Context: an optimization exercise on an open-source flow, tuned for small area, a short achievable clock period and few clock cycles. The choices shown serve that exercise and are no tape-out recipe.
Where RTL was checked, it was by simulation tests only, not by an equivalence proof against the original.

== try-nickel ==
## alu32
module alu32(clk,reset,start,a, b, aluop,out,done);
input wire clk;
input wire reset;
input wire start;
input [31:0] a;
input [31:0] b;
input [2:0] aluop;
output reg [31:0] out;
output wire done;
wire [31:0] modres;
wire sub = ~aluop[2];
wire [32:0] sum33 = {a, 1'b1} + {b ^ {32{sub}}, sub};
wire [31:0] sum = sum33[32:1];
mod op8(.clk(clk), .reset(reset), .start(start), .A(a), .B(b), .result(modres), .done(done));
always @(*) begin
    case (aluop)
        3'b000: out = a & b;
        3'b100: out = a | b;
        3'b010: out = a ^ b;
        3'b110: out = ~(a | b);
        3'b001: out = {31'b0, sum[31]};
        3'b101: out = sum;
        3'b011: out = sum;
        default: out = modres;
    endcase
end
endmodule
Size: about 71 flip-flops, ~14000 um^2 of cells after synthesis.
==> module mod, before the edit <==
module mod #(parameter M = 3) (
    input clk,
    input reset,
    input start,
    input [31:0] A,
    input [31:0] B,
    output [31:0] result,
    output done
);
function [4:0] clz32(input [31:0] v);
    reg [15:0] c1; reg [15:0] v1;
    reg [15:0] c2; reg [7:0] v2;
    reg [11:0] c3; reg [3:0] v3;
    reg [7:0] c4; reg [1:0] v4;
    integer i;
    begin
        for (i = 0; i < 16; i = i + 1) begin
            v1[i] = v[2*i+1] | v[2*i];
            c1[i] = ~v[2*i+1];
        end
        for (i = 0; i < 8; i = i + 1) begin
            v2[i] = v1[2*i+1] | v1[2*i];
            c2[2*i+1 -: 2] = v1[2*i+1] ? {1'b0, c1[2*i+1]} : {1'b1, c1[2*i]};
        end
        for (i = 0; i < 4; i = i + 1) begin
            v3[i] = v2[2*i+1] | v2[2*i];
            c3[3*i+2 -: 3] = v2[2*i+1] ? {1'b0, c2[4*i+3 -: 2]} : {1'b1, c2[4*i+1 -: 2]};
        end
        for (i = 0; i < 2; i = i + 1) begin
            v4[i] = v3[2*i+1] | v3[2*i];
            c4[4*i+3 -: 4] = v3[2*i+1] ? {1'b0, c3[6*i+5 -: 3]} : {1'b1, c3[6*i+2 -: 3]};
        end
        clz32 = v4[1] ? {1'b0, c4[7:4]} : {1'b1, c4[3:0]};
    end
endfunction
function [32:0] bksub(input [31:0] r, input [31:0] d);
    reg [31:0] g0, p0, g, p;
    integer i, l;
    begin
        g0 = r & ~d;
        p0 = r ^ ~d;
        g = g0;
        p = p0;
        g[0] = g0[0] | p0[0];
        for (l = 1; l < 32; l = l * 2)
            for (i = 2*l-1; i < 32; i = i + 2*l) begin
                g[i] = g[i] | (p[i] & g[i-l]);
                p[i] = p[i] & p[i-l];
            end
        for (l = 8; l >= 1; l = l / 2)
            for (i = 3*l-1; i < 32; i = i + 2*l) begin
                g[i] = g[i] | (p[i] & g[i-l]);
                p[i] = p[i] & p[i-l];
            end
        bksub = {g[31], p0 ^ {g[30:0], 1'b1}};
    end
endfunction
reg busy;
reg signed [5:0] kt;
reg [31:0] R;
reg [31:0] X;
wire [4:0] lza = clz32(A);
wire [4:0] lzb = clz32(B);
wire [5:0] kd = {1'b0, lzb} - {1'b0, lza};
wire [4:0] k0 = kd[5] ? 5'd0 : kd[4:0];
reg [31:0] r [0:M];
reg [32:0] t [0:M-1];
integer j;
always @(*) begin
    r[0] = R;
    for (j = 0; j < M; j = j + 1) begin
        t[j] = bksub(r[j], X >> j);
        r[j+1] = (kt >= j && t[j][32]) ? t[j][31:0] : r[j];
    end
end
wire last = kt < M;
wire [4:0] kn = busy ? kt[4:0] - M : k0;
assign done = busy && last;
assign result = r[M];
always @(posedge clk or posedge reset) begin
    if (reset)
        busy <= 1'b0;
    else if (busy)
        busy <= !last;
    else
        busy <= start;
end
always @(posedge clk) begin
    if (!busy) begin
        R <= A;
        kt <= {1'b0, k0};
    end else begin
        R <= r[M];
        kt <= kt - M;
    end
    X <= B << kn;
end
endmodule
Settings: LEC_CHECK=0, ABC_AREA=1, CAP_MARGIN=20, CORE_MARGIN=2, CORE_UTILIZATION=65, CTS_BUF_LIST=sky130_fd_sc_hd__clkbuf_4 sky130_fd_sc_hd__clkbuf_8, SLEW_MARGIN=20; clock period 23.0 ns.
standard.sh (not shown) runs the stock make flow with config.mk's settings and CLKGATE_MAP_FILE= SYNTH_SCRIPT=/design/flow/synth_recipe.tcl, a recipe that flattens the netlist after the stock synthesis.
==> flow/flow/run.sh <==
#!/bin/bash
set -euo pipefail
bash standard.sh "BUFFER_PORTS_ARGS=-buffer_cell sky130_fd_sc_hd__buf_1" SETUP_SLACK_MARGIN=10.5 finish > standard.log 2>&1
Testbench counts of try-nickel, summed over its fixed seeds: cycles 4,027.
### try-nickel -> try-cedar
diff --git a/flow/design.v b/flow/design.v
--- a/flow/design.v
+++ b/flow/design.v
@@ -337,11 +337,11 @@
     if (less_than_B) begin
         result <= TEMP;
     end
 end
 endmodule
-module mod #(parameter M = 3) (
+module mod (
     input clk,
     input reset,
     input start,
     input [31:0] A,
     input [31:0] B,
@@ -395,31 +395,34 @@
             end
         bksub = {g[31], p0 ^ {g[30:0], 1'b1}};
     end
 endfunction
 reg busy;
-reg signed [5:0] kt;
+reg [3:0] c;
 reg [31:0] R;
-reg [31:0] X;
+reg [33:0] X;
 wire [4:0] lza = clz32(A);
 wire [4:0] lzb = clz32(B);
 wire [5:0] kd = {1'b0, lzb} - {1'b0, lza};
 wire [4:0] k0 = kd[5] ? 5'd0 : kd[4:0];
-reg [31:0] r [0:M];
-reg [32:0] t [0:M-1];
-integer j;
-always @(*) begin
-    r[0] = R;
-    for (j = 0; j < M; j = j + 1) begin
-        t[j] = bksub(r[j], X >> j);
-        r[j+1] = (kt >= j && t[j][32]) ? t[j][31:0] : r[j];
-    end
-end
-wire last = kt < M;
-wire [4:0] kn = busy ? kt[4:0] - M : k0;
+wire [3:0] c0 = k0 / 5'd3;
+wire [31:0] r1, r2, r3;
+wire [32:0] t0 = bksub(R, X[31:0]);
+assign r1 = (X[33:32] == 2'b00 && t0[32]) ? t0[31:0] : R;
+wire [32:0] t1 = bksub(r1, X[32:1]);
+assign r2 = (!X[33] && t1[32]) ? t1[31:0] : r1;
+wire [32:0] t2 = bksub(r2, X[33:2]);
+assign r3 = t2[32] ? t2[31:0] : r2;
+wire last = c == 4'd0;
+wire [3:0] cn = busy ? c - 4'd1 : c0;
+wire [33:0] b2 = {B, 2'b00};
+wire [33:0] x1 = cn[0] ? {b2[30:0], 3'b0} : b2;
+wire [33:0] x2 = cn[1] ? {x1[27:0], 6'b0} : x1;
+wire [33:0] x3 = cn[2] ? {x2[21:0], 12'b0} : x2;
+wire [33:0] x4 = cn[3] ? {x3[9:0], 24'b0} : x3;
 assign done = busy && last;
-assign result = r[M];
+assign result = r3;
 always @(posedge clk or posedge reset) begin
     if (reset)
         busy <= 1'b0;
     else if (busy)
         busy <= !last;
@@ -427,16 +430,16 @@
         busy <= start;
 end
 always @(posedge clk) begin
     if (!busy) begin
         R <= A;
-        kt <= {1'b0, k0};
+        c <= c0;
     end else begin
-        R <= r[M];
-        kt <= kt - M;
+        R <= r3;
+        c <= c - 4'd1;
     end
-    X <= B << kn;
+    X <= x4;
 end
 endmodule
 module alu32(clk,reset,start,a, b, aluop,out,done);
 input wire clk;
 input wire reset;
- try-cedar vs try-nickel: met3 wire length up by a few percent
- Buffers plus inverters on the worst setup path: try-cedar higher than try-nickel
- Max logic depth of the worst setup path including buffers across try-nickel and try-cedar: try-cedar
- On hold slack, the higher figure sits with try-nickel, not try-cedar.
- Re wire length: try-cedar is about 7% up on try-nickel.
- [try-cedar vs try-nickel] maximum number of pins on one net before global-route repair: lower in try-cedar
- Per the comparison of try-cedar with try-nickel, horizontal die dimension comparable; post-route worst setup slack now larger; maximum frequency now larger; part of the cycle the worst path needs now smaller.
- Sequential share of layout area (lower): try-cedar
- Compared to try-nickel, try-cedar has fewer flip-flops.
Testbench counts of try-cedar, summed over its fixed seeds: cycles 4,027.


Another version of the RTL of alu32 (not shown whole).
Size: about 2100 cells after synthesis, ~71 flip-flops, about 100 I/O pins, roughly 0.014 mm2 of cells after synthesis.
==> module mod, before the edit <==
module mod #(parameter M = 3) (
    input clk,
    input reset,
    input start,
    input [31:0] A,
    input [31:0] B,
    output [31:0] result,
    output done
);
function [5:0] clz32(input [31:0] v);
    reg [31:0] x;
    reg [5:0] n;
    begin
        n = 6'd0;
        x = v;
        if (x[31:16] == 16'b0) begin n[4] = 1'b1; x = {x[15:0], 16'b0}; end
        if (x[31:24] == 8'b0) begin n[3] = 1'b1; x = {x[23:0], 8'b0}; end
        if (x[31:28] == 4'b0) begin n[2] = 1'b1; x = {x[27:0], 4'b0}; end
        if (x[31:30] == 2'b0) begin n[1] = 1'b1; x = {x[29:0], 2'b0}; end
        if (!x[31]) n[0] = 1'b1;
        if (!x[31] && !x[30]) n = 6'd32;
        clz32 = n;
    end
endfunction
function [32:0] bksub(input [31:0] r, input [31:0] d);
    reg [31:0] g0, p0, g, p;
    integer i, l;
    begin
        g0 = r & ~d;
        p0 = r ^ ~d;
        g = g0;
        p = p0;
        g[0] = g0[0] | p0[0];
        for (l = 1; l < 32; l = l * 2)
            for (i = 2*l-1; i < 32; i = i + 2*l) begin
                g[i] = g[i] | (p[i] & g[i-l]);
                p[i] = p[i] & p[i-l];
            end
        for (l = 8; l >= 1; l = l / 2)
            for (i = 3*l-1; i < 32; i = i + 2*l) begin
                g[i] = g[i] | (p[i] & g[i-l]);
                p[i] = p[i] & p[i-l];
            end
        bksub = {g[31], p0 ^ {g[30:0], 1'b1}};
    end
endfunction
reg busy;
reg signed [5:0] kt;
reg [31:0] R;
reg [31:0] X;
wire [5:0] lza = clz32(A);
wire [5:0] lzb = clz32(B);
wire [6:0] kd = {1'b0, lzb} - {1'b0, lza};
wire [4:0] k0 = kd[6] ? 5'd0 : (kd[5] ? 5'd31 : kd[4:0]);
reg [31:0] r [0:M];
reg [32:0] t [0:M-1];
integer j;
always @(*) begin
    r[0] = R;
    for (j = 0; j < M; j = j + 1) begin
        t[j] = bksub(r[j], X >> j);
        r[j+1] = (kt >= j && t[j][32]) ? t[j][31:0] : r[j];
    end
end
wire last = kt < M;
wire [4:0] kn = busy ? kt[4:0] - M : k0;
assign done = busy && last;
assign result = r[M];
always @(posedge clk or posedge reset) begin
    if (reset)
        busy <= 1'b0;
    else if (busy)
        busy <= !last;
    else
        busy <= start;
end
always @(posedge clk) begin
    if (!busy) begin
        R <= A;
        kt <= {1'b0, k0};
    end else begin
        R <= r[M];
        kt <= kt - M;
    end
    X <= B << kn;
end
endmodule
clock: 23.0 ns
lec_check: 0
abc_area: 1
cap_margin: 20
core_margin: 2
core_utilization: 40
slew_margin: 20
==> flow/flow/run.sh <==
#!/bin/bash
set -euo pipefail
bash standard.sh "BUFFER_PORTS_ARGS=-buffer_cell sky130_fd_sc_hd__buf_1" SETUP_SLACK_MARGIN=10 finish > standard.log 2>&1
Rerun with:
--- a/flow/design.v
+++ b/flow/design.v
@@ -345,25 +345,36 @@
     input start,
     input [31:0] A,
     input [31:0] B,
     output [31:0] result,
     output done
 );
-function [5:0] clz32(input [31:0] v);
-    reg [31:0] x;
-    reg [5:0] n;
+function [4:0] clz32(input [31:0] v);
+    reg [15:0] c1; reg [15:0] v1;
+    reg [15:0] c2; reg [7:0] v2;
+    reg [11:0] c3; reg [3:0] v3;
+    reg [7:0] c4; reg [1:0] v4;
+    integer i;
     begin
-        n = 6'd0;
-        x = v;
-        if (x[31:16] == 16'b0) begin n[4] = 1'b1; x = {x[15:0], 16'b0}; end
-        if (x[31:24] == 8'b0) begin n[3] = 1'b1; x = {x[23:0], 8'b0}; end
-        if (x[31:28] == 4'b0) begin n[2] = 1'b1; x = {x[27:0], 4'b0}; end
-        if (x[31:30] == 2'b0) begin n[1] = 1'b1; x = {x[29:0], 2'b0}; end
-        if (!x[31]) n[0] = 1'b1;
-        if (!x[31] && !x[30]) n = 6'd32;
-        clz32 = n;
+        for (i = 0; i < 16; i = i + 1) begin
+            v1[i] = v[2*i+1] | v[2*i];
+            c1[i] = ~v[2*i+1];
+        end
+        for (i = 0; i < 8; i = i + 1) begin
+            v2[i] = v1[2*i+1] | v1[2*i];
+            c2[2*i+1 -: 2] = v1[2*i+1] ? {1'b0, c1[2*i+1]} : {1'b1, c1[2*i]};
+        end
+        for (i = 0; i < 4; i = i + 1) begin
+            v3[i] = v2[2*i+1] | v2[2*i];
+            c3[3*i+2 -: 3] = v2[2*i+1] ? {1'b0, c2[4*i+3 -: 2]} : {1'b1, c2[4*i+1 -: 2]};
+        end
+        for (i = 0; i < 2; i = i + 1) begin
+            v4[i] = v3[2*i+1] | v3[2*i];
+            c4[4*i+3 -: 4] = v3[2*i+1] ? {1'b0, c3[6*i+5 -: 3]} : {1'b1, c3[6*i+2 -: 3]};
+        end
+        clz32 = v4[1] ? {1'b0, c4[7:4]} : {1'b1, c4[3:0]};
     end
 endfunction
 function [32:0] bksub(input [31:0] r, input [31:0] d);
     reg [31:0] g0, p0, g, p;
     integer i, l;
     begin
@@ -386,16 +397,16 @@
     end
 endfunction
 reg busy;
 reg signed [5:0] kt;
 reg [31:0] R;
 reg [31:0] X;
-wire [5:0] lza = clz32(A);
-wire [5:0] lzb = clz32(B);
-wire [6:0] kd = {1'b0, lzb} - {1'b0, lza};
-wire [4:0] k0 = kd[6] ? 5'd0 : (kd[5] ? 5'd31 : kd[4:0]);
+wire [4:0] lza = clz32(A);
+wire [4:0] lzb = clz32(B);
+wire [5:0] kd = {1'b0, lzb} - {1'b0, lza};
+wire [4:0] k0 = kd[5] ? 5'd0 : kd[4:0];
 reg [31:0] r [0:M];
 reg [32:0] t [0:M-1];
 integer j;
 always @(*) begin
     r[0] = R;
     for (j = 0; j < M; j = j + 1) begin
Effect:
- sequential share of layout area rose by 0.27 points
- setup slack gains 0.036 ns
- routed wire length fell by 16%
- cell area fell by about 2.8%
- area after synthesis fell by about 2.5%
- core utilization stays flat
- fmax is about the same
- global-route usage fell by 2.9 points
- first-iteration DRC count fell by 17%
- sequential cell count does not change
- die area fell by about 2.5%
- synthesized cell count fell by 2.4%
Testbench counts after the change, summed over its fixed seeds: cycles 4,027.
The RTL of the first run of this note was laid out without a check of its function.

## separate check: timing with driven ports
In the flow no input, the clock included, has a driving cell. The finished layouts below were timed again as built, in two steps. Step 1 sets driving cells, clkbuf_16 on the clock port and buf_2 on the other inputs (assumed; they add their load-dependent delay and slew). Step 2 adds t to the input delays and takes it off the output delays; t is the mean of the earliest and latest rising clock arrival at the registers after step 1. Input paths then give back, and output paths get back, about the clock's delay inside the block. a / b / c = no drivers / after step 1 / after step 2; a / b = the first two.
run | t (ns) | slack for setup (ns) | worst setup path after step 2 | worst register clock-pin slew, ns | pins driven straight from the clock port
try-nickel | 0.399 | 10.653 / 10.630 / 10.630 | input to output | 0.09 / 0.09 | 1
try-cedar | 0.400 | 10.742 / 10.702 / 10.727 | input to output | 0.09 / 0.09 | 1
the first run of note 2 | 0.398 | 10.135 / 10.057 / 10.057 | input to output | 0.07 / 0.07 | 1
the second run of note 2 | 0.394 | 10.171 / 10.150 / 10.150 | input to output | 0.07 / 0.07 | 1
After both steps setup and hold are still met in every run listed. For the first run of note 2, which loses most, drivers alone change the setup slack by -0.078 ns; drivers and shift together by -0.078 ns.
